Context: an optimization exercise on an open-source flow, tuned for small area. The choices shown serve that exercise and are no tape-out recipe.
The RTL was checked by simulation tests, not by an equivalence proof against the original design.
No driver is modelled on the clock port, so clock power and skew are understated where the tree is cut down; a real chip needs a root buffer or a tree.
Power figures rest on the tool's default switching activity, not on a simulated workload.

===== flow/flow/run.sh =====
#!/bin/bash
# Own flow: the standard layout, with an area-oriented ABC mapping in synthesis
# (adders left to ABC instead of fixed half-adder cells) and the smallest
# buffer on the ports; the clock tree is collapsed to one buffer (its root)
# after CTS, without dummy loads.
set -euo pipefail
W=$(pwd)
export FLOW_ABC_SCRIPTS="$W/flow/abc_nf.script $W/flow/abc_amap.script"
export FLOW_ABC_SEEDS="0 1 2 3 4 5 6 7 8 9 10 11"
export FLOW_STD_SYNTH=$W/synth_recipe.tcl
SYN=(SYNTH_SCRIPT=$W/flow/synth_area.tcl ADDER_MAP_FILE=)
bash standard.sh synth "${SYN[@]}" > $W/synth.log 2>&1
LAY=("${SYN[@]}" "BUFFER_PORTS_ARGS=-buffer_cell sky130_fd_sc_hd__buf_1"
  "CTS_ARGS=-sink_clustering_enable -repair_clock_nets -dont_use_dummy_load -root_buf sky130_fd_sc_hd__clkbuf_16")
bash standard.sh cts "${LAY[@]}" > $W/layout.log 2>&1
CTS_DB=$W/orfs/results/$FLOW_PLATFORM/lcd_component/base/4_cts.odb CLOCK_PORT=CLOCK_50 \
  openroad -no_init -exit $W/flow/flatten_clock.tcl > $W/flatten_clock.log 2>&1
bash standard.sh finish "${LAY[@]}" > $W/layout_finish.log 2>&1

===== flow/flow/abc_amap.script =====
strash
&get -n
&deepsyn -T 30 -S @SEED@
&put
dch -f
amap

===== flow/flow/abc_nf.script =====
strash
&get -n
&deepsyn -T 30 -S @SEED@
&put
&get -n
&dch -f
&nf -a -R 1000
&put

===== flow/flow/flatten_clock.tcl =====
# Collapse the clock tree to its root buffer: every clock buffer driven by the
# root buffer is removed and its sinks are moved onto the root buffer's net.
read_db $::env(CTS_DB)
set block [ord::get_db_block]
set root ""
foreach it [[$block findNet $::env(CLOCK_PORT)] getITerms] {
  if { [$it isInputSignal] && [string match "*clkbuf*" [[[$it getInst] getMaster] getName]] } {
    set root [$it getInst]
  }
}
if { $root eq "" } { error "no root clock buffer" }
set rootnet [[$root findITerm X] getNet]
set n 0
foreach it [$rootnet getITerms] {
  set inst [$it getInst]
  if { $inst eq $root || ![string match "*clkbuf*" [[$inst getMaster] getName]] } { continue }
  if { [[$it getMTerm] getName] ne "A" } { continue }
  set leafnet [[$inst findITerm X] getNet]
  foreach sink [$leafnet getITerms] {
    if { [$sink getInst] eq $inst } { continue }
    $sink disconnect
    $sink connect $rootnet
  }
  $it disconnect
  [$inst findITerm X] disconnect
  odb::dbInst_destroy $inst
  odb::dbNet_destroy $leafnet
  incr n
}
puts "removed $n clock buffers below [$root getName]"
write_db $::env(CTS_DB)

===== flow/flow/synth_area.tcl =====
# The standard synthesis (synth_recipe.tcl), with the final technology mapping
# done by an area-oriented ABC script instead of ORFS's speed script. The
# mapping is tried with several scripts and random seeds of ABC's &deepsyn,
# and the smallest result is kept.
proc abc {args} {
  set i [lsearch -exact $args -script]
  if { $i >= 0 } {
    set args [lreplace $args $i [expr { $i + 1 }]]
  }
  set j [lsearch -exact $args -D]
  if { $j >= 0 } {
    set args [lreplace $args $j [expr { $j + 1 }]]
  }
  set lib [lindex $args [expr { [lsearch -exact $args -liberty] + 1 }]]
  yosys design -save my_pre_abc
  set best -1
  foreach script $::env(FLOW_ABC_SCRIPTS) {
    set tmpl [read [open $script]]
    set name [file rootname [file tail $script]]
    foreach seed $::env(FLOW_ABC_SEEDS) {
      yosys design -load my_pre_abc
      set f $::env(RESULTS_DIR)/${name}_$seed.script
      set fh [open $f w]
      puts -nonewline $fh [string map [list @SEED@ $seed] $tmpl]
      close $fh
      yosys abc {*}$args -script $f
      set st $::env(RESULTS_DIR)/${name}_$seed.stat
      yosys tee -q -o $st stat -liberty $lib
      set area 0
      regexp {Chip area for module [^:]*:\s*([0-9.]+)} [read [open $st]] -> area
      puts "abc $name seed $seed: area $area"
      if { $best < 0 || $area < $best } {
        set best $area
        yosys design -save my_best_abc
      }
    }
  }
  puts "abc best area $best"
  yosys design -load my_best_abc
}
source $::env(FLOW_STD_SYNTH)

===== flow/standard.sh =====
#!/bin/bash
# synth_recipe.tcl (not shown) runs the flow's synth.tcl, then flattens the netlist and writes it again
# the make line also repeats each setting of config.mk as NAME=value (left out here)
make -C /OpenROAD-flow-scripts/flow DESIGN_CONFIG=/design/flow/config.mk WORK_HOME=/design/flow/orfs CLKGATE_MAP_FILE= SYNTH_SCRIPT=/design/flow/synth_recipe.tcl "${@:-finish}"

===== flow/config.mk =====
export PLATFORM = sky130hd
export DESIGN_NAME = lcd_component
export DESIGN_NICKNAME = lcd_component
export VERILOG_FILES = /design/flow/design.v
export SDC_FILE = /design/flow/constraint.sdc
export NUM_CORES = 4
export LEC_CHECK = 0
export CAP_MARGIN = 20
export CORE_MARGIN = 2
export CORE_UTILIZATION = 40
export SLEW_MARGIN = 20

===== flow/constraint.sdc =====
create_clock -name core_clock -period 10.0 [get_ports {CLOCK_50}]
set_input_delay 2.0000 -clock core_clock [delete_from_list [all_inputs] [get_ports {CLOCK_50}]]
set_output_delay 2.0000 -clock core_clock [all_outputs]
set_load 0.01 [all_outputs]

===== flow/design.v =====
module lcd_component(
  input CLOCK_50,
  input rst_n,
  output LCD_ON,
  output LCD_BLON,
  output LCD_RW,
  output LCD_EN,
  output LCD_RS,
  output [7:0] LCD_DATA,
  input [2:0] mess,
  input [1:0] isServer
);
assign LCD_ON   = 1'b1;
assign LCD_BLON = 1'b1;
assign LCD_RW   = 1'b0;
reg [8:0] p;
reg [7:0] k;
reg       F;
reg       l1;
reg [2:0] l2;
wire act  = (k[7:6] == 2'd0) && (k[5:4] != 2'd0 || k[3:0] >= 4'd11);
wire last = (F && k[5:0] == 6'd11) ? (p == 9'd278) : (p == 9'd257);
wire ld   = (k == 8'd10) && (p == 9'd510);
always @(posedge CLOCK_50 or negedge rst_n)
begin
  if (!rst_n) begin
    p <= 9'd254;
    k <= 8'd10;
    F <= 1'b1;
  end else begin
    if (act && last) begin
      p <= 9'd0;
      if (k[5:0] == 6'd63) begin
        p <= F ? 9'd448 : 9'd427;
        k <= 8'd90;
        F <= 1'b0;
      end else if (k[5:0] == 6'd31)
        k <= 8'd47;
      else
        k <= k + 1'b1;
    end else begin
      p <= p + 1'b1;
      if (&p) k <= k + 1'b1;
    end
  end
end
always @(posedge CLOCK_50)
begin
  if (ld) begin
    if (!isServer[1]) l1 <= isServer[0];
    case (mess)
      3'd0: l2 <= 3'd0;
      3'd1: l2 <= 3'd7;
      3'd2: l2 <= 3'd3;
      3'd3: l2 <= 3'd5;
      3'd4: l2 <= 3'd1;
      3'd5: l2 <= 3'd6;
      default: ;
    endcase
  end
end
assign LCD_EN = act && p >= 9'd3 && p <= 9'd20;
reg [7:0] c1, c2;
wire [3:0] j = k[3:0];
always @(*) begin
  if (!l1)
    case (j)
      0: c1 = 8'h67; 1: c1 = 8'h76; 2: c1 = 8'h73; 3: c1 = 8'h69;
      4: c1 = 8'h78; 5: c1 = 8'h84; 6: c1 = 8'h20; 7: c1 = 8'h53;
      8: c1 = 8'h54; 9: c1 = 8'h41; 10: c1 = 8'h54; 11: c1 = 8'h55;
      12: c1 = 8'h53; default: c1 = 8'h20;
    endcase
  else
    case (j)
      0: c1 = 8'h53; 1: c1 = 8'h45; 2: c1 = 8'h52; 3: c1 = 8'h56;
      4: c1 = 8'h45; 5: c1 = 8'h52; 6: c1 = 8'h20; 7: c1 = 8'h53;
      8: c1 = 8'h54; 9: c1 = 8'h41; 10: c1 = 8'h54; 11: c1 = 8'h55;
      12: c1 = 8'h53; default: c1 = 8'h20;
    endcase
  case ({l2, j})
    7'd0: c2 = 8'h73;
    7'd1: c2 = 8'h68;
    7'd2: c2 = 8'h76;
    7'd3: c2 = 8'h69;
    7'd4: c2 = 8'h46;
    7'd5: c2 = 8'h46;
    7'd6: c2 = 8'h46;
    7'd7: c2 = 8'h20;
    7'd8: c2 = 8'h20;
    7'd9: c2 = 8'h20;
    7'd10: c2 = 8'h20;
    7'd11: c2 = 8'h20;
    7'd12: c2 = 8'h20;
    7'd13: c2 = 8'h20;
    7'd14: c2 = 8'h20;
    7'd15: c2 = 8'h20;
    7'd112: c2 = 8'h50;
    7'd113: c2 = 8'h61;
    7'd114: c2 = 8'h67;
    7'd115: c2 = 8'h65;
    7'd116: c2 = 8'h20;
    7'd117: c2 = 8'h49;
    7'd118: c2 = 8'h20;
    7'd119: c2 = 8'h53;
    7'd120: c2 = 8'h65;
    7'd121: c2 = 8'h6E;
    7'd122: c2 = 8'h74;
    7'd123: c2 = 8'h20;
    7'd124: c2 = 8'h20;
    7'd125: c2 = 8'h20;
    7'd126: c2 = 8'h20;
    7'd127: c2 = 8'h20;
    7'd48: c2 = 8'h50;
    7'd49: c2 = 8'h61;
    7'd50: c2 = 8'h67;
    7'd51: c2 = 8'h65;
    7'd52: c2 = 8'h20;
    7'd53: c2 = 8'h50;
    7'd54: c2 = 8'h20;
    7'd55: c2 = 8'h53;
    7'd56: c2 = 8'h65;
    7'd57: c2 = 8'h6E;
    7'd58: c2 = 8'h74;
    7'd59: c2 = 8'h20;
    7'd60: c2 = 8'h20;
    7'd61: c2 = 8'h20;
    7'd62: c2 = 8'h20;
    7'd63: c2 = 8'h20;
    7'd80: c2 = 8'h50;
    7'd81: c2 = 8'h61;
    7'd82: c2 = 8'h67;
    7'd83: c2 = 8'h65;
    7'd84: c2 = 8'h20;
    7'd85: c2 = 8'h51;
    7'd86: c2 = 8'h20;
    7'd87: c2 = 8'h53;
    7'd88: c2 = 8'h65;
    7'd89: c2 = 8'h6E;
    7'd90: c2 = 8'h74;
    7'd91: c2 = 8'h20;
    7'd92: c2 = 8'h20;
    7'd93: c2 = 8'h20;
    7'd94: c2 = 8'h20;
    7'd95: c2 = 8'h20;
    7'd16: c2 = 8'h50;
    7'd17: c2 = 8'h61;
    7'd18: c2 = 8'h67;
    7'd19: c2 = 8'h65;
    7'd20: c2 = 8'h20;
    7'd21: c2 = 8'h52;
    7'd22: c2 = 8'h65;
    7'd23: c2 = 8'h63;
    7'd24: c2 = 8'h65;
    7'd25: c2 = 8'h69;
    7'd26: c2 = 8'h76;
    7'd27: c2 = 8'h65;
    7'd28: c2 = 8'h64;
    7'd29: c2 = 8'h20;
    7'd30: c2 = 8'h20;
    7'd31: c2 = 8'h20;
    7'd96: c2 = 8'h50;
    7'd97: c2 = 8'h61;
    7'd98: c2 = 8'h67;
    7'd99: c2 = 8'h65;
    7'd100: c2 = 8'h20;
    7'd101: c2 = 8'h4C;
    7'd102: c2 = 8'h6F;
    7'd103: c2 = 8'h61;
    7'd104: c2 = 8'h64;
    7'd105: c2 = 8'h65;
    7'd106: c2 = 8'h64;
    7'd107: c2 = 8'h20;
    7'd108: c2 = 8'h20;
    7'd109: c2 = 8'h20;
    7'd110: c2 = 8'h20;
    7'd111: c2 = 8'h20;
    default: c2 = 8'h20;
  endcase
end
reg [8:0] lut;
always @(*) begin
  if (!act)             lut = F ? 9'h000 : 9'h120;
  else
    case (k[5:4])
      2'd3: lut = {1'b1, c2};
      2'd2: lut = 9'h0C0;
      2'd1: lut = {1'b1, c1};
      default:
        case (k[2:0])
          3'd3: lut = 9'h038; 3'd4: lut = 9'h00C; 3'd5: lut = 9'h001;
          3'd6: lut = 9'h006; default: lut = 9'h080;
        endcase
    endcase
end
assign LCD_RS   = lut[8];
assign LCD_DATA = lut[7:0];
endmodule

==> results of run 1 <==
registers in the layout (all words and copies together) (netlist names):
name and flops:
F 1, p 9, k 8, l1 1, l2 3
per-stage QoR:
stage / worst slack (ps) / util [%] / area (um^2) / power [uW] / hold WS, ps
finish: 4334 / 46.16 / 1728 / 137.5 / 476.0
global route: 3897 / 46.16 / 1728 / 143.2 / 498.0
CTS: 4283 / 47.19 / 1767 / 181.4 / 475.3
detailed placement: 4561 / 45.19 / 1692 / 97.09 / 468.2
global placement: 4655 / 45.19 / 1692 / 97.02 / 459.0
floorplan: 4910 / - / 1594 / 95.37 / 440.6
area by class of cell:
cell class	instances	area share [%]
Sequential cell	22	33.74
Multi-Input combinational cell	178	50.69
Tap cell	48	3.476
Clock buffer	1	1.448
Inverter	30	6.517
Timing Repair Buffer	17	4.127
synth_stat cells, drive strengths merged:
cell type | count | area, um^2
o32ai | 1 | 8.760
nor3 | 8 | 40.04
a31oi | 4 | 25.02
and3 | 1 | 6.260
conb | 2 | 7.510
a211oi | 2 | 15.01
o221a | 1 | 11.26
buf | 3 | 22.52
nand3b | 1 | 7.510
a21oi | 15 | 75.07
o311ai | 1 | 8.760
and2 | 2 | 12.51
nand2 | 23 | 86.33
o31a | 1 | 8.760
nor2 | 58 | 217.7
o211ai | 3 | 22.52
or3 | 3 | 18.77
dfstp | 10 | 262.8
a31o | 2 | 17.52
edfxtp | 4 | 120.1
nor2b | 2 | 12.51
dfrtp | 8 | 200.2
nor4 | 5 | 31.28
o22ai | 6 | 37.54
or2 | 1 | 6.260
a22oi | 1 | 7.510
or4 | 1 | 7.510
nand4 | 2 | 12.51
clkinv | 30 | 112.6
o31ai | 2 | 15.01
o221ai | 1 | 8.760
nand3 | 4 | 20.02
a311oi | 1 | 8.760
o21ai | 23 | 115.1
layer usage:
| layer | vias up | track usage [%] | part of all wire (%) |
|---|---|---|---|
| li1 | 852 | - | - |
| met1 | 796 | 33.72 | 45 |
| met2 | 108 | 34.28 | 44 |
| met3 | 16 | 3.209 | 8.1 |
| met4 | 0 | 7.653 | 2.9 |
| met5 | - | 0 | 0 |
power groups by stage:
stage / sequential [uW] / clock (uW) / combinational, uW
global route: 91.5 / 46.7 / 5.02
global placement: 93.1 / 0 / 3.92
finish: 91.5 / 41.7 / 4.29
CTS: 91.6 / 85.9 / 3.99
detailed placement: 93.1 / 0 / 3.99
floorplan: 93.1 / 0 / 2.25
cells in the final DEF (no fill, tap or decap), drive strengths merged, types with 5 or more instances in the layout:
| cell | count |
|---|---|
| dfstp | 10 |
| o22ai | 6 |
| a21oi | 15 |
| o21ai | 23 |
| clkinv | 30 |
| dfrtp | 8 |
| nand2 | 23 |
| nor3 | 8 |
| nor2 | 58 |
| nor4 | 5 |
| buf | 17 |
worst paths after layout:
path                        from     endpoint  slack (ps)  depth (start not counted)
min in group asynchronous  rst_n         k[4]        1760                          1
hold reg to reg             k[7]         k[7]         480                          1
max in group asynchronous  rst_n         p[2]        7700                          2
hold / removal              k[7]         k[7]         480                          1
setup / recovery            k[1]  LCD_DATA[4]        4330                         13
setup reg to reg            k[1]         k[7]        5950                         13
critical path: cells and delay by family, from the launching register on:
kind | cells | cell delay (ps)
buffers and inverters | 2 | 410
flip-flops | 1 | 610
AND/OR/NAND/NOR | 4 | 720
AO/OA/AOI/OAI | 7 | 1780
kinds of logic (layout without fill, tap and decap cells):
family | count (synthesis) | count (layout)
DFF | 22 | 22
buffers and inverters | 33 | 48
other | 2 | 3
AOI/OAI and AO/OA | 64 | 64
and+or+nand+nor | 111 | 111
==> metrics.cfg, run 1 <==
[detailed_routing]
drtIter0Drc = 329
wire_per_inst_um = 14.79
via_per_inst = 5.986
drtAntennaViolNets = 0
drt_wl_total_mm = 4.378
first_pass_iters = 8
drc = 0
vias = 1772

[global_route]
grt_start_max_net_pins = 23
track_usage_pct = 22.99
antenna_found_initial = 0
grt_pass1_vias = 1600
grt_pass1_wl_mm = 7.279
gr-total-overflow = 0

[timing]
period_needed_ps = 5666
finClkSkew_ps = 7.014
timing.slew.headroom_pct = 30.94
period_share_pct = 56.66
drv_slew = 0
rsz0062_at_grt = no
max_freq_ghz = 0.1765
tns_ps = 0
tightest_slew_ps = 1026
finalHoldViolations = 0
setup_violations = 0

[power]
power_frac_clock_pct = 30.3
power.density_nw_per_um2 = 79.57
vdd_ir_drop_max_mv = 0.06240
p_seq_share_pct = 66.5
switching_share_pct = 19.13
internal_power_uw = 111.2
p_leak_uw = 0.0005933
p_comb_share_pct = 3.1
switching_power_uw = 26.30

[logic_synthesis]
synth-seq-area-share_pct = 36.66
synth_compound_area_share_pct = 24.23
synth_top_family_by_area = simple AND/OR/NAND/NOR gates
synth_area_per_cell_um2 = 6.855
synth-xor-area-share_pct = 0
ys_warn_count = 1
muxShareOfSynthArea_pct = 0
netlist_area_um2 = 1590
yosys.area_share.simple_pct = 30.13
synth_seq_cells = 22
synthAdderAreaFrac_pct = 0
synth_cell_types = 34
netlist_instances = 232

[critical_path]
cp_data_required_time_ps = 8000
cpMaxStageDelayCell = o31ai_1
cp_data_arrival_time_ps = 3670
cpPeakStageDelay_ps = 650
crit_type = reg2out
cp_max_fo = 8
crit_path_end_kind = output port
crit_chain = clkinv_1, nor2_1, a21oi_1, o31ai_1, nand2_1, a21oi_1, o211ai_1, o21ai_0, or2_0, a31o_1, nor2_1, o311ai_0, buf_1
start_kind = flip-flop

[worst_hold_path]
min_path_type = reg2reg

[floorplan]
dieWidth_um = 67.06
die_h_um = 67.06
rows = 22
io_pins = 20
core_um2 = 3744
start_util_pct = 42.48
dieArea_um2 = 4496

[layout]
final_nets = 257
ff_latch_area_um2 = 583.1
multi_input_area_um2 = 875.8
drive_gt1_share_pct = 4.839
n_antenna_cell = 0
fin_cells = 296
area_growth_pct = 8.655
fill_cells = 414

[outcome]
status = complete, no violations

[clocking]
cts_hold_buf = 0
cts.sinks = 22
cts.clk_slew.worst_paths_ps = 90
cts_setup_buffers = 0
post_cts_resized = 0
clkLatencyLatePin_ps = 160

[placed_design]
port-buffer-count = 16
gp_congestion = 0.9072
dp_cells = 294
hpwl_mm = 3.484

[job]
maxCapViolCount = 0

==> run 2, diff against run 1 <==
--- a/flow/flow/run.sh
+++ b/flow/flow/run.sh
@@ -8,3 +8,3 @@
 export FLOW_ABC_SCRIPTS="$W/flow/abc_nf.script $W/flow/abc_amap.script"
-export FLOW_ABC_SEEDS="0 1 2 3 4 5 6 7 8 9 10 11"
+export FLOW_ABC_SEEDS="0 1 2 3 4 5 6 7 8 9 10 11 12 13 14 15 16 17 18 19"
 export FLOW_STD_SYNTH=$W/synth_recipe.tcl
==> run 2 against run 1 <==
Net effect: maximum frequency fell by 1.8%; register-to-register slack improved by 550 ps; global-route usage fell by 1.1 points; final area fell by 1.1%; final cell count fell by 1.0%; clock skew fell by 4.0 ps; non-clock buffer count fell by 1; largest cell class unchanged; highest routed layer unchanged.
==> metrics.cfg, run 2 <==
[outcome]
status = complete, no violations

[logic_synthesis]
synthArstFlopShare_pct = 81.82  ; unchanged
ys_warn_count = 1  ; unchanged
synth.top_cell.area_share_pct = 16.60  ; +0.078 points
synth_edf_count = 4  ; unchanged
synth_area_leaders = dfstp_2 (17%), dfrtp_1 (13%), nor2_1 (11%)
synth.most_common_cell = nor2_1
synth_area_per_cell_um2 = 6.882  ; +0.39%
synthTopCellsByCount = nor2_1 (45), clkinv_1 (31), o21ai_0 (29)
netlist_area_um2 = 1583  ; -0.47%
netlist_instances = 230  ; -0.86%
synth_ff_type = dfstp_2
synth_seq_cells = 22  ; unchanged
yosys.area.top_type = dfstp_2
synth-seq-area-share_pct = 36.84  ; +0.17 points
synth_cell_types = 30  ; -12%

[detailed_routing]
vias = 1720  ; -2.9%
wire_per_inst_um = 14.24  ; -3.7%
via_per_inst = 5.870  ; -1.9%
drtIter0Drc = 276  ; -16%
drt_wl_total_mm = 4.172  ; -4.7%
drc = 0  ; unchanged
drtAntennaViolNets = 0  ; unchanged
first_pass_iters = 5  ; -3

[power]
p_total_uw = 135.9  ; -1.2%
internal_power_uw = 110.7  ; -0.40%
power.density_nw_per_um2 = 79.51  ; about the same
p_leak_uw = 0.0005787  ; -2.5%
switching_share_pct = 18.51  ; -0.62 points
vdd_ir_drop_max_mv = 0.04697  ; -25%
p_seq_share_pct = 67.3  ; +0.8 points
p_comb_share_pct = 2.8  ; -0.3 points
power_frac_clock_pct = 29.8  ; -0.5 points
switching_power_uw = 25.15  ; -4.4%

[worst_hold_path]
worstHoldStart = k[7]
min_path_type = reg2reg

[timing]
tns_ps = 0  ; unchanged
tightest_slew_ps = 920.3  ; -106.2 ps
max_freq_ghz = 0.1733  ; -1.8%
setup_ws_ps = 4228  ; -106.4 ps
finalHoldViolations = 0  ; unchanged
drv_slew = 0  ; unchanged
finClkSkew_ps = 3.036  ; -3.978 ps
period_share_pct = 57.72  ; +1.1 points
rsz0062_at_grt = no
timing.slew.headroom_pct = 38.65  ; +7.7 points
period_needed_ps = 5772  ; +106.4 ps
setup_violations = 0  ; unchanged

[critical_path]
crit_chain = clkinv_1, nor2_1, clkinv_1, a21oi_1, a211oi_1, a31oi_1, nor2_1, o21a_1, a31oi_1, nor2_1, a311oi_1, a21oi_1, a31oi_1, o2111a_1, o21ai_0, o21ai_0, buf_1
start_kind = flip-flop
rr_startpoint = k[1]
cp_data_required_time_ps = 8000  ; about the same
crit_type = reg2out
cpPeakStageDelay_ps = 650  ; about the same
cp_data_arrival_time_ps = 3770  ; +100 ps
cpMaxStageDelayCell = dfstp_2
crit_path_start = k[1]
cp_max_fo = 10  ; +2
crit_path_end_kind = output port

[layout]
area_growth_pct = 7.984
largest_register_ffs = 9  ; unchanged
layout_commonest_cell = nor2_1
n_antenna_cell = 0  ; unchanged
drive_gt1_share_pct = 4.490  ; -0.35 points
fin_cells = 293  ; -1.0%
layout_common_cells = nor2_1 (45), clkinv_1 (31), o21ai_0 (29)
reg_top3 = p: 9 flops, k: 8 flops, l2: 3 flops
largest-register = p
final_nets = 254  ; -1.2%

[placed_design]
hpwl_mm = 3.246  ; -6.8%
gp_congestion = 0.9703  ; +7.0%
port-buffer-count = 16  ; unchanged
dp_cells = 292  ; -0.68%
place_ws_ps = 4555  ; -5.270 ps

[clocking]
cts.sinks = 22  ; unchanged
cts_hold_buf = 0  ; unchanged
post_cts_resized = 0  ; unchanged
clkLatencyLatePin_ps = 150  ; about the same
cts_setup_buffers = 0  ; unchanged
cts.clk_slew.worst_paths_ps = 90  ; about the same

[floorplan]
io_pins = 20  ; unchanged
dieArea_um2 = 4476  ; -0.45%
start_util_pct = 42.28  ; -0.20 points
rows = 22  ; unchanged
core_um2 = 3744  ; unchanged
dieWidth_um = 66.91  ; -0.22%
die_h_um = 66.91  ; -0.22%

[job]
maxCapViolCount = 0  ; unchanged

[global_route]
gr-total-overflow = 0  ; unchanged
grt_start_max_net_pins = 23  ; unchanged
grt_pass1_wl_mm = 6.982  ; -4.1%
track_usage_pct = 21.89  ; -1.1 points
grt_pass1_vias = 1492  ; -6.8%
antenna_found_initial = 0  ; unchanged

[run 2: metrics by stage]
stage	hold WS, ps	instance area, um^2	util [%]
final	490.3	1709	45.66
after global routing	503.0	1709	45.66
after CTS	489.3	1759	46.99
after detailed placement	480.9	1684	44.99
after global placement	464.1	1684	44.99
after floorplan	447.4	1587	-
[run 2: area by class of cell]
cell class / count / area [um^2]
fill: 394 / 2034
sequential: 22 / 583.1
multi-input combinational: 175 / 864.6
tap: 48 / 60.06
clock buffer: 1 / 25.02
inverter: 31 / 116.4
timing repair buffer: 16 / 60.06
[run 2: critical path, delay by kind of cell (launching register included)]
family	cells	cell delay (ps)
compound gates	11	1920
flops	1	650
buf+inv	3	640
simple gates	3	420
[run 2: power groups by stage]
| stage | Clock, uW | Sequential, uW | Combinational, uW |
|---|---|---|---|
| 2_1_floorplan | 0 | 93.1 | 2.25 |
| 3_3_place_gp | 0 | 93.1 | 3.93 |
| 3_5_place_dp | 0 | 93.1 | 3.95 |
| 4_1_cts | 83.1 | 91.6 | 3.97 |
| 5_1_grt | 44.4 | 91.5 | 4.61 |
| 6_report | 40.6 | 91.5 | 3.87 |
[run 2: layer usage]
| layer | vias up | GRT usage, % | wire (um) |
|---|---|---|---|
| li1 | 838 | - | - |
| met1 | 773 | 32.29 | 1891 |
| met2 | 99 | 33.25 | 1853 |
| met3 | 10 | 2.365 | 362 |
| met4 | 0 | 6.888 | 63 |
| met5 | - | 0 | 0 |
[run 2: worst paths after layout]
check | to | slack (ps) | cells after the start
min in group asynchronous | k[0] | 1950 | 1
max reg2reg | k[7] | 6500 | 14
min | k[7] | 490 | 1
min reg2reg | k[7] | 490 | 1
max | LCD_DATA[1] | 4230 | 17
max in group asynchronous | k[7] | 7490 | 1
[run 2: logic make-up after synthesis]
family	synth area share, %
buf+inv	8.775
other cells	0.4745
simple gates	27.98
compound gates	25.93
flops	36.84
==> run 3, diff against run 2 <==
--- a/flow/flow/run.sh
+++ b/flow/flow/run.sh
@@ -4,3 +4,3 @@
 # buffer on the ports; the clock tree is collapsed to one buffer (its root)
-# after CTS, without dummy loads.
+# after CTS, without dummy loads; the reset port's buffer is a stronger cell.
 set -euo pipefail
@@ -8,3 +8,3 @@
 export FLOW_ABC_SCRIPTS="$W/flow/abc_nf.script $W/flow/abc_amap.script"
-export FLOW_ABC_SEEDS="0 1 2 3 4 5 6 7 8 9 10 11 12 13 14 15 16 17 18 19"
+export FLOW_ABC_SEEDS="1"
 export FLOW_STD_SYNTH=$W/synth_recipe.tcl
@@ -14,4 +14,8 @@
   "CTS_ARGS=-sink_clustering_enable -repair_clock_nets -dont_use_dummy_load -root_buf sky130_fd_sc_hd__clkbuf_16")
-bash standard.sh cts "${LAY[@]}" > $W/layout.log 2>&1
-CTS_DB=$W/orfs/results/$FLOW_PLATFORM/lcd_component/base/4_cts.odb CLOCK_PORT=CLOCK_50 \
+R=$W/orfs/results/$FLOW_PLATFORM/lcd_component/base
+bash standard.sh 3_3_place_gp "${LAY[@]}" > $W/layout.log 2>&1
+PLACE_DB=$R/3_3_place_gp.odb RESET_PORT=rst_n PORT_BUF_CELL=sky130_fd_sc_hd__buf_4 \
+  openroad -no_init -exit $W/flow/size_port_buffer.tcl > $W/size_port_buffer.log 2>&1
+bash standard.sh cts "${LAY[@]}" > $W/layout_cts.log 2>&1
+CTS_DB=$R/4_cts.odb CLOCK_PORT=CLOCK_50 \
   openroad -no_init -exit $W/flow/flatten_clock.tcl > $W/flatten_clock.log 2>&1
==> flow/flow/size_port_buffer.tcl (new file) <==
# Give the input port buffer on the reset net (which fans out to every
# register's reset pin) a stronger cell, instead of the buffer that repair
# would otherwise add after it. Run after global placement, before
# resizing and detailed placement legalize the cells.
read_db $::env(PLACE_DB)
set block [ord::get_db_block]
set master [[ord::get_db] findMaster $::env(PORT_BUF_CELL)]
set n 0
foreach it [[$block findNet $::env(RESET_PORT)] getITerms] {
  set inst [$it getInst]
  if { [string match "*__buf_*" [[$inst getMaster] getName]] } {
    $inst swapMaster $master
    incr n
  }
}
puts "resized $n port buffers on $::env(RESET_PORT) to $::env(PORT_BUF_CELL)"
write_db $::env(PLACE_DB)
==> run 3 against run 2 <==
Net effect: global-route usage rose by 0.88 points; area after synthesis rose by 2.5%; flip-flop and latch count did not move; still clean on timing, DRC and antenna; final area rose by 2.7%; maximum frequency rose by 17%; synthesized cell count rose by 2.6%; clock-buffer cell count did not move; final cell count rose by 2.7%.
==> metrics.cfg, run 3 <==
[logic_synthesis]
synth_seq_cells = 22  ; unchanged
yosys.area.top_type = dfstp_2
ys_warn_count = 1  ; unchanged
synth.most_common_cell = nor2_1
netlist_instances = 236  ; +2.6%
synth.top_cell.area_share_pct = 16.19  ; -0.41 points
synth_area_per_cell_um2 = 6.876  ; about the same
netlist_area_um2 = 1623  ; +2.5%
synth_ff_type = dfstp_2
synthTopCellsByCount = nor2_1 (61), clkinv_1 (30), nand2_1 (21)
synth_edf_count = 4  ; unchanged
synth_cell_types = 34  ; +13%
synth-seq-area-share_pct = 35.93  ; -0.91 points
synth_area_leaders = dfstp_2 (16%), nor2_1 (14%), dfrtp_1 (12%)
synthArstFlopShare_pct = 81.82  ; unchanged

[timing]
rsz0062_at_grt = no
tns_ps = 0  ; unchanged
timing.slew.headroom_pct = 50.54  ; +12 points
finalHoldViolations = 0  ; unchanged
drv_slew = 0  ; unchanged
setup_violations = 0  ; unchanged
finClkSkew_ps = 3.194  ; +0.1578 ps
setup_ws_ps = 5059  ; +830.9 ps
period_share_pct = 49.41  ; -8.3 points
max_freq_ghz = 0.2024  ; +17%
period_needed_ps = 4941  ; -830.9 ps
tightest_slew_ps = 741.9  ; -178.4 ps

[global_route]
grt_pass1_vias = 1602  ; +7.4%
grt_pass1_wl_mm = 7.355  ; +5.3%
track_usage_pct = 22.77  ; +0.88 points
grt_start_max_net_pins = 23  ; unchanged
gr-total-overflow = 0  ; unchanged
antenna_found_initial = 0  ; unchanged

[floorplan]
rows = 23  ; +4.5%
start_util_pct = 41.16  ; -1.1 points
core_um2 = 3943  ; +5.3%
dieArea_um2 = 4583  ; +2.4%
io_pins = 20  ; unchanged
die_h_um = 67.70  ; +1.2%
dieWidth_um = 67.70  ; +1.2%

[detailed_routing]
drtAntennaViolNets = 0  ; unchanged
via_per_inst = 5.940  ; +1.2%
wire_per_inst_um = 14.71  ; +3.3%
drc = 0  ; unchanged
first_pass_iters = 5  ; unchanged
vias = 1788  ; +4.0%
drt_wl_total_mm = 4.428  ; +6.1%
drtIter0Drc = 258  ; -6.5%

[clocking]
post_cts_resized = 0  ; unchanged
clkLatencyLatePin_ps = 150  ; about the same
cts.clk_slew.worst_paths_ps = 90  ; about the same
cts.sinks = 22  ; unchanged
cts_hold_buf = 0  ; unchanged
cts_setup_buffers = 0  ; unchanged

[power]
switching_power_uw = 25.05  ; -0.42%
p_comb_share_pct = 2.9  ; about the same
power_frac_clock_pct = 29.8  ; about the same
p_leak_uw = 0.0006136  ; +6.0%
vdd_ir_drop_max_mv = 0.04634  ; -1.4%
power.density_nw_per_um2 = 77.46  ; -2.6%
p_seq_share_pct = 67.3  ; about the same
internal_power_uw = 110.9  ; +0.18%
switching_share_pct = 18.42  ; -0.089 points

[layout]
fin_cells = 301  ; +2.7%
n_antenna_cell = 0  ; unchanged
ff_latch_area_um2 = 583.1  ; unchanged
fill_cells = 401  ; +1.8%
reg_top3 = p: 9 flops, k: 8 flops, l2: 3 flops
layout_common_cells = nor2_1 (61), clkinv_1 (30), nand2_1 (21)
largest-register = p
final_nets = 260  ; +2.4%
layout_commonest_cell = nor2_1
drive_gt1_share_pct = 4.781  ; +0.29 points
multi_input_area_um2 = 908.4  ; +5.1%
area_growth_pct = 8.173
largest_register_ffs = 9  ; unchanged

[placed_design]
place_ws_ps = 5288  ; +732.1 ps
hpwl_mm = 3.489  ; +7.5%
port-buffer-count = 16  ; unchanged
gp_congestion = 0.9749  ; +0.47%
dp_cells = 300  ; +2.7%

[critical_path]
cpMaxStageDelayCell = dfrtp_1
cpPeakStageDelay_ps = 480  ; -170 ps
crit_path_end_kind = output port
cp_data_required_time_ps = 8000  ; about the same
cp_max_fo = 9  ; -1
crit_family = simple AND/OR/NAND/NOR gates
crit_type = reg2out
worst-path-buf-inv = 2  ; -1
crit_chain = clkinv_1, nor2_1, nor2_1, o22ai_1, o32ai_1, nor2_1, nor2_1, nand3_1, nor2b_1, a21oi_1, or3_1, a31oi_1, buf_1
crit_top_cell = nor2_1
cp_data_arrival_time_ps = 2940  ; -830 ps
start_kind = flip-flop
rr_startpoint = k[0]
crit_path_start = k[0]

[worst_hold_path]
min_path_type = reg2reg
worstHoldStart = k[7]

[outcome]
status = complete, no violations

[job]
maxCapViolCount = 0  ; unchanged

run 3: stage by stage:
| step | total power, uW | instance area, um^2 | utilization [%] | hold WS, ps |
|---|---|---|---|---|
| after floorplan | 95.37 | 1627 | - | 458.5 |
| final | 136.0 | 1755 | 44.53 | 495.6 |
| after global placement | 96.97 | 1727 | 43.80 | 482.6 |
| after detailed placement | 97.23 | 1730 | 43.89 | 485.8 |
| after CTS | 180.3 | 1805 | 45.80 | 497.8 |
| after global routing | 141.9 | 1755 | 44.53 | 531.0 |
run 3: per-layer routing:
metal | track usage (%) | up-vias | part of all wire, %
met5 | 0 | - | 0
met4 | 7.653 | 0 | 1.6
met3 | 1.833 | 8 | 7.3
met2 | 36.89 | 97 | 46
met1 | 31.85 | 824 | 45
li1 | - | 859 | -
run 3: worst paths after layout:
path	to	slack, ps	cells past startpoint
setup / recovery	LCD_DATA[3]	5060	13
hold / removal	k[7]	500	1
setup reg to reg	k[7]	6610	13
hold reg to reg	k[7]	500	1
max in group asynchronous	k[1]	8050	1
min in group asynchronous	p[0]	1690	1
run 3: kinds of logic after synthesis:
logic type | synth area share (%)
simple gates | 30.15
compound gates | 25.13
buf+inv | 8.327
flops | 35.93
other cells | 0.4628
run 3: worst register-to-register path, delay by kind of cell, from the launching register on:
kind / cells / cell delay, ps
compound gates: 4 / 1180
buf+inv: 1 / 300
simple gates: 8 / 1260
flops: 1 / 510
run 3: layout make-up:
cell class	instances	area share (%)
Multi-Input combinational cell	182	51.75
Sequential cell	22	33.21
Inverter	30	6.415
Timing Repair Buffer	16	3.635
Tap cell	50	3.564
Clock buffer	1	1.426
run 3: power by group through the flow:
| stage | combinational (uW) | clock, uW | sequential [uW] |
|---|---|---|---|
| global placement | 3.87 | 0 | 93.1 |
| floorplan | 2.25 | 0 | 93.1 |
| detailed placement | 4.12 | 0 | 93.1 |
| CTS | 4.09 | 84.6 | 91.6 |
| global route | 4.85 | 45.5 | 91.5 |
| finish | 3.97 | 40.5 | 91.5 |
==> run 4, diff against run 3 <==
--- a/flow/flow/run.sh
+++ b/flow/flow/run.sh
@@ -8,3 +8,3 @@
 export FLOW_ABC_SCRIPTS="$W/flow/abc_nf.script $W/flow/abc_amap.script"
-export FLOW_ABC_SEEDS="1"
+export FLOW_ABC_SEEDS="0 1 2 3 4 5 6 7 8 9 10 11 12 13 14 15 16 17 18 19"
 export FLOW_STD_SYNTH=$W/synth_recipe.tcl
==> run 4 against run 3 <==
Net effect: flip-flop and latch count stayed put; maximum frequency is 14% lower; sequential power hardly changed; clock power hardly changed; register-to-register slack worse by 110 ps; global-route usage is 0.88 points lower; still clean on timing, DRC and antenna; clock skew hardly changed; utilization is 1.2 points higher; worst hold slack worse by 5.3 ps; setup slack worse by 830 ps; sequential share of layout area is 0.82 points higher.
==> metrics.cfg, run 4 <==
[logic_synthesis]
synth_area_per_cell_um2 = 6.882  ; about the same
synth_edf_count = 4  ; unchanged
synth_cell_types = 30  ; -12%
synthArstFlopShare_pct = 81.82  ; unchanged
synth.most_common_cell = nor2_1
synth.top_cell.area_share_pct = 16.60  ; +0.41 points
ys_warn_count = 1  ; unchanged
netlist_instances = 230  ; -2.5%
yosys.area.top_type = dfstp_2
synth_ff_type = dfstp_2
synth_seq_cells = 22  ; unchanged
synth-seq-area-share_pct = 36.84  ; +0.91 points
synth_area_leaders = dfstp_2 (17%), dfrtp_1 (13%), nor2_1 (11%)
synthTopCellsByCount = nor2_1 (45), clkinv_1 (31), o21ai_0 (29)
netlist_area_um2 = 1583  ; -2.5%

[global_route]
grt_start_max_net_pins = 23  ; unchanged
gr-total-overflow = 0  ; unchanged
track_usage_pct = 21.89  ; -0.88 points
antenna_found_initial = 0  ; unchanged
grt_pass1_wl_mm = 6.982  ; -5.1%
grt_pass1_vias = 1492  ; -6.9%

[timing]
timing.slew.headroom_pct = 59.51  ; +9.0 points
finalHoldViolations = 0  ; unchanged
setup_violations = 0  ; unchanged
rsz0062_at_grt = no
period_share_pct = 57.72  ; +8.3 points
max_freq_ghz = 0.1733  ; -14%
drv_slew = 0  ; unchanged
finClkSkew_ps = 3.036  ; -0.1578 ps
setup_ws_ps = 4228  ; -830.9 ps
tns_ps = 0  ; unchanged
tightest_slew_ps = 601.8  ; -140.1 ps
period_needed_ps = 5772  ; +830.9 ps

[critical_path]
crit_type = reg2out
cp_max_fo = 10  ; +1
start_kind = flip-flop
cp_data_arrival_time_ps = 3770  ; +830 ps
crit_path_end_kind = output port
cp_data_required_time_ps = 8000  ; about the same

[layout]
fin_cells = 293  ; -2.7%
drive_gt1_share_pct = 4.898  ; +0.12 points
reg_top3 = p: 9 flops, k: 8 flops, l2: 3 flops
layout_commonest_cell = nor2_1
final_nets = 254  ; -2.3%
largest_register_ffs = 9  ; unchanged
largest-register = p
fin_area_um2 = 1713  ; -2.4%
n_antenna_cell = 0  ; unchanged
area_growth_pct = 8.221  ; about the same
layout_common_cells = nor2_1 (45), clkinv_1 (31), o21ai_0 (29)

[placed_design]
port-buffer-count = 16  ; unchanged
place_ws_ps = 4555  ; -732.1 ps
hpwl_mm = 3.246  ; -6.9%
gp_congestion = 0.9703  ; -0.47%
dp_cells = 292  ; -2.7%
post_dp_cell_area_um2 = 1688  ; -2.5%

[detailed_routing]
drtAntennaViolNets = 0  ; unchanged
wire_per_inst_um = 14.24  ; -3.2%
drc = 0  ; unchanged
via_per_inst = 5.870  ; -1.2%
first_pass_iters = 5  ; unchanged
vias = 1720  ; -3.8%
drtIter0Drc = 276  ; +7.0%
drt_wl_total_mm = 4.172  ; -5.8%

[floorplan]
rows = 22  ; -4.3%
die_h_um = 66.91  ; -1.2%
start_util_pct = 42.28  ; +1.1 points
dieWidth_um = 66.91  ; -1.2%
core_um2 = 3744  ; -5.0%
io_pins = 20  ; unchanged
dieArea_um2 = 4476  ; -2.3%

[power]
p_leak_uw = 0.0005823  ; -5.1%
vdd_ir_drop_max_mv = 0.04698  ; +1.4%
power.density_nw_per_um2 = 79.45  ; +2.6%

[outcome]
status = complete, no violations

[worst_hold_path]
min_path_type = reg2reg

[clocking]
clkLatencyLatePin_ps = 150  ; about the same
cts_setup_buffers = 0  ; unchanged
cts_hold_buf = 0  ; unchanged
cts.clk_slew.worst_paths_ps = 90  ; about the same
post_cts_resized = 0  ; unchanged
cts.sinks = 22  ; unchanged

[job]
maxCapViolCount = 0  ; unchanged

-- run 4: cell count changes in the layout (fill, tap and decap cells not counted), moves of 3 or more --
cell	delta
a31oi_1	+3
o21ai_0	+9
o22ai_1	-4
a21oi_1	+5
nor2_1	-16
nand3_1	+4
nand2_1	+3
-- run 4: kinds of logic after synthesis --
logic type      Yosys count  synth area share, %
other cells               2               0.4745
simple gates            102                27.98
compound gates           70                25.93
flops                    22                36.84
buf+inv                  34                8.775
-- run 4: cell type report --
type	instances	area [um^2]
Clock buffer	1	25.02
Fill cell	392	2031
Inverter	31	116.4
Multi-Input combinational cell	175	864.6
Sequential cell	22	583.1
Tap cell	48	60.06
Timing Repair Buffer	16	63.81
-- run 4: final timing paths --
kind                       startpoint          end  slack [ps]  depth (start not counted)
min                              k[7]         k[7]         490                          1
min reg2reg                      k[7]         k[7]         490                          1
max reg2reg                      k[1]         k[7]        6500                         14
max                              k[1]  LCD_DATA[1]        4230                         17
min in group asynchronous       rst_n         k[0]        1700                          1
max in group asynchronous       rst_n         k[3]        8050                          1
-- run 4: worst max-delay path, stage by stage (launching register included) --
cell and delay, ps:
dfstp_2 650, clkinv_1 250, nor2_1 250, clkinv_1 220, a21oi_1 230, a211oi_1 120
a31oi_1 210, nor2_1 100, o21a_1 120, a31oi_1 250, nor2_1 70, a311oi_1 310
a21oi_1 70, a31oi_1 260, o2111a_1 210, o21ai_0 70, o21ai_0 70, buf_1 170
-- run 4: stage by stage --
| stage | utilization (%) | power, uW | hold slack [ps] |
|---|---|---|---|
| final | 45.76 | 136.1 | 490.3 |
| after CTS | 47.09 | 178.9 | 489.3 |
| after global placement | 44.99 | 97.04 | 464.1 |
| after global routing | 45.76 | 140.7 | 503.0 |
| after detailed placement | 45.09 | 97.24 | 480.9 |
| after floorplan | - | 95.37 | 447.4 |
-- run 4: metal layers --
metal  share of wire, %  routed length [um]  track usage [%]
met4                1.5                  63            6.888
met5                  0                   0                0
met1                 45                1891            32.29
met3                8.7                 362            2.365
met2                 44                1854            33.25
-- run 4: where the power goes --
| part | switching (uW) | internal (uW) |
|---|---|---|
| logic | 2.87 | 1.18 |
| clock network | 22.3 | 18.3 |
| registers | 0 | 91.5 |
| total | 25.2 | 111 |

port drivers added, routing unchanged:
Ports are ideal in the flow. The routed layouts listed here were re-timed in OpenROAD. Step 1, drivers: a clkbuf_16 drives CLOCK_50 and a buf_2 each remaining input, both assumed. Step 2, shift: input delay + t, output delay - t, t = (earliest + latest rising clock arrival at the registers) / 2. This alone moves slack from input paths to output paths. a / b / c = ideal / step 1 / step 2; a / b = the first two.
run	shift t [ns]	slack for setup (ns)	worst hold slack (ns)	clock arrival spread, ns
run 1	0.182	4.334 / 4.305 / 4.488	0.476 / 0.476 / 0.476	0.007 / 0.007
run 2	0.180	4.228 / 4.198 / 4.378	0.490 / 0.490 / 0.490	0.003 / 0.003
run 3	0.177	5.059 / 5.031 / 5.209	0.496 / 0.496 / 0.496	0.003 / 0.003
run 4	0.180	4.228 / 4.198 / 4.378	0.490 / 0.490 / 0.490	0.003 / 0.003
After both steps every run listed still meets setup and hold.
